Source: an optimization exercise on an open RTL-to-GDS flow (aim: small area). Production flows keep margins and buffers that such runs may drop. Function was checked by simulation only, so behaviour that the tests miss may differ from the original. No activity file was given, so power comes from the tool's default toggle rates.

// Follower
module Follower(clk,RST_n,led,a2d_SS_n,SCLK,MISO,MOSI,rev_rht,
                rev_lft,fwd_rht,fwd_lft,IR_in_en,IR_mid_en,IR_out_en,
				in_transit,OK2Move,buzz,buzz_n,BC,RX);
For scale: about 1100 cells after synthesis, ~250 flip-flops, ~27 I/O pins, roughly 12000 sq um of cells after synthesis.
Settings: LEC_CHECK=0, CAP_MARGIN=20, CORE_MARGIN=2, CORE_UTILIZATION=55, SLEW_MARGIN=20; clock period 20.0 ns.
standard.sh (not shown) runs the stock make flow with config.mk's settings and CLKGATE_MAP_FILE= SYNTH_SCRIPT=/design/flow/synth_recipe.tcl, a recipe that flattens the netlist after the stock synthesis.
==> flow/flow/run.sh <==
#!/bin/bash
# Layout flow: the standard flow (standard synthesis unchanged), with
#  - the port buffers made with the smallest buffer (buf_1) instead of the default,
#  - clock tree synthesis with clkbuf_8 leaf clusters of at most 14 sinks and no
#    dummy loads.
# Every tool's output goes to standard.log in this folder (ORFS also keeps its own
# per-step logs under orfs/logs).
set -o pipefail
CTS="-sink_clustering_enable -repair_clock_nets -sink_clustering_size 14 -sink_clustering_max_diameter 80 -buf_list sky130_fd_sc_hd__clkbuf_8 -dont_use_dummy_load"
bash standard.sh "BUFFER_PORTS_ARGS=-buffer_cell sky130_fd_sc_hd__buf_1" "CTS_ARGS=$CTS" finish > standard.log 2>&1
The first run finished with timing, DRC and antenna clean.
Change:
==> flow/run.sh (new file) <==
#!/bin/bash
# synth_recipe.tcl (not shown) runs the flow's synth.tcl, then flattens the netlist and writes it again
# the make line also repeats each setting of config.mk as NAME=value (left out here)
make -C /OpenROAD-flow-scripts/flow DESIGN_CONFIG=/design/flow/config.mk WORK_HOME=/design/flow/orfs CLKGATE_MAP_FILE= SYNTH_SCRIPT=/design/flow/synth_recipe.tcl finish
Settings changed: CORE_UTILIZATION 55 to 40, CTS_BUF_LIST from default to sky130_fd_sc_hd__clkbuf_8, CTS_CLUSTER_DIAMETER from default to 80, CTS_CLUSTER_SIZE from default to 14.
removed: flow/flow/run.sh
removed: flow/standard.sh
Combinational power came out higher by about 1%.
Total power came out higher by 4.3%.
Area after synthesis stays the same.
Design area climbs by 2.8%.
Via count came out higher by 0.81%.
Count of clock-buffer cells in the layout grows by 1.
Global-route usage came out lower by 5.6 points.
Sequential power hardly moves.
Critical path depth is unchanged.
Utilization is lower by 14 points.
Change:
Settings changed: CAP_MARGIN 20 to 0, CTS_BUF_LIST sky130_fd_sc_hd__clkbuf_8 to default, CTS_CLUSTER_DIAMETER 80 to 100, CTS_CLUSTER_SIZE 14 to 20, SLEW_MARGIN 20 to 0.
After rerunning: Synthesized cell count does not change; register-to-register slack gets worse by 0.02 ns; cell count drops by 0.79%.
Change:
Settings changed: CAP_MARGIN 0 to 20, GPL_TIMING_DRIVEN from default to 0, SLEW_MARGIN 0 to 20.
What happened: The new run went through all stages and came out clean. Area after synthesis is unchanged. Total power falls by 0.41%. Global-route usage climbs by 0.45 points. Worst hold slack hardly moves. Wire length climbs by 3.6%. Register-to-register slack got worse by 0.03 ns. Non-clock buffer count goes up by 50.
Change:
==> flow/flow/run.sh (new file) <==
#!/bin/bash
# Layout flow: the standard flow (standard synthesis unchanged), with
#  - the port buffers made with the smallest buffer (buf_1) instead of the default,
#  - clock tree synthesis with clkbuf_8 leaf clusters of at most 14 sinks and no
#    dummy loads,
#  - after global routing, gates off the critical paths downsized (RECOVER_POWER).
# Every tool's output goes to standard.log in this folder (ORFS also keeps its own
# per-step logs under orfs/logs).
set -o pipefail
CTS="-sink_clustering_enable -repair_clock_nets -sink_clustering_size 14 -sink_clustering_max_diameter 80 -buf_list sky130_fd_sc_hd__clkbuf_8 -dont_use_dummy_load"
bash standard.sh "BUFFER_PORTS_ARGS=-buffer_cell sky130_fd_sc_hd__buf_1" "CTS_ARGS=$CTS" RECOVER_POWER=100 finish > standard.log 2>&1
==> flow/standard.sh (new file) <==
#!/bin/bash
# synth_recipe.tcl (not shown) runs the flow's synth.tcl, then flattens the netlist and writes it again
# the make line also repeats each setting of config.mk as NAME=value (left out here)
make -C /OpenROAD-flow-scripts/flow DESIGN_CONFIG=/design/flow/config.mk WORK_HOME=/design/flow/orfs CLKGATE_MAP_FILE= SYNTH_SCRIPT=/design/flow/synth_recipe.tcl "${@:-finish}"
Settings changed: CTS_CLUSTER_DIAMETER 100 to default, CTS_CLUSTER_SIZE 20 to default, GPL_TIMING_DRIVEN 0 to default.
removed: flow/run.sh
After rerunning: The changed run finished but failed the layout checks on capacitance limit, slew limit; clock skew rises by 0.030 ns; cell count falls by 3.6%; sequential cell count is unchanged; area after synthesis is unchanged; routed wire length goes down by 3.4%; non-clock buffer count came out lower by 50.
Change:
==> flow/flow/run.sh (replaced) <==
#!/bin/bash
# Layout flow: the standard flow (standard synthesis unchanged), with
#  - the port buffers made with the smallest buffer (buf_1) instead of the default,
#  - clock tree synthesis with clkbuf_8 leaf clusters of at most 14 sinks and no
#    dummy loads.
# Every tool's output goes to standard.log in this folder (ORFS also keeps its own
# per-step logs under orfs/logs).
set -o pipefail
CTS="-sink_clustering_enable -repair_clock_nets -sink_clustering_size 14 -sink_clustering_max_diameter 80 -buf_list sky130_fd_sc_hd__clkbuf_8 -dont_use_dummy_load"
bash standard.sh "BUFFER_PORTS_ARGS=-buffer_cell sky130_fd_sc_hd__buf_1" "CTS_ARGS=$CTS" finish > standard.log 2>&1
After rerunning: The changed run passed the timing, design-rule and antenna checks. Clock skew stays flat. Cell count stays the same. Hold slack hardly moves.
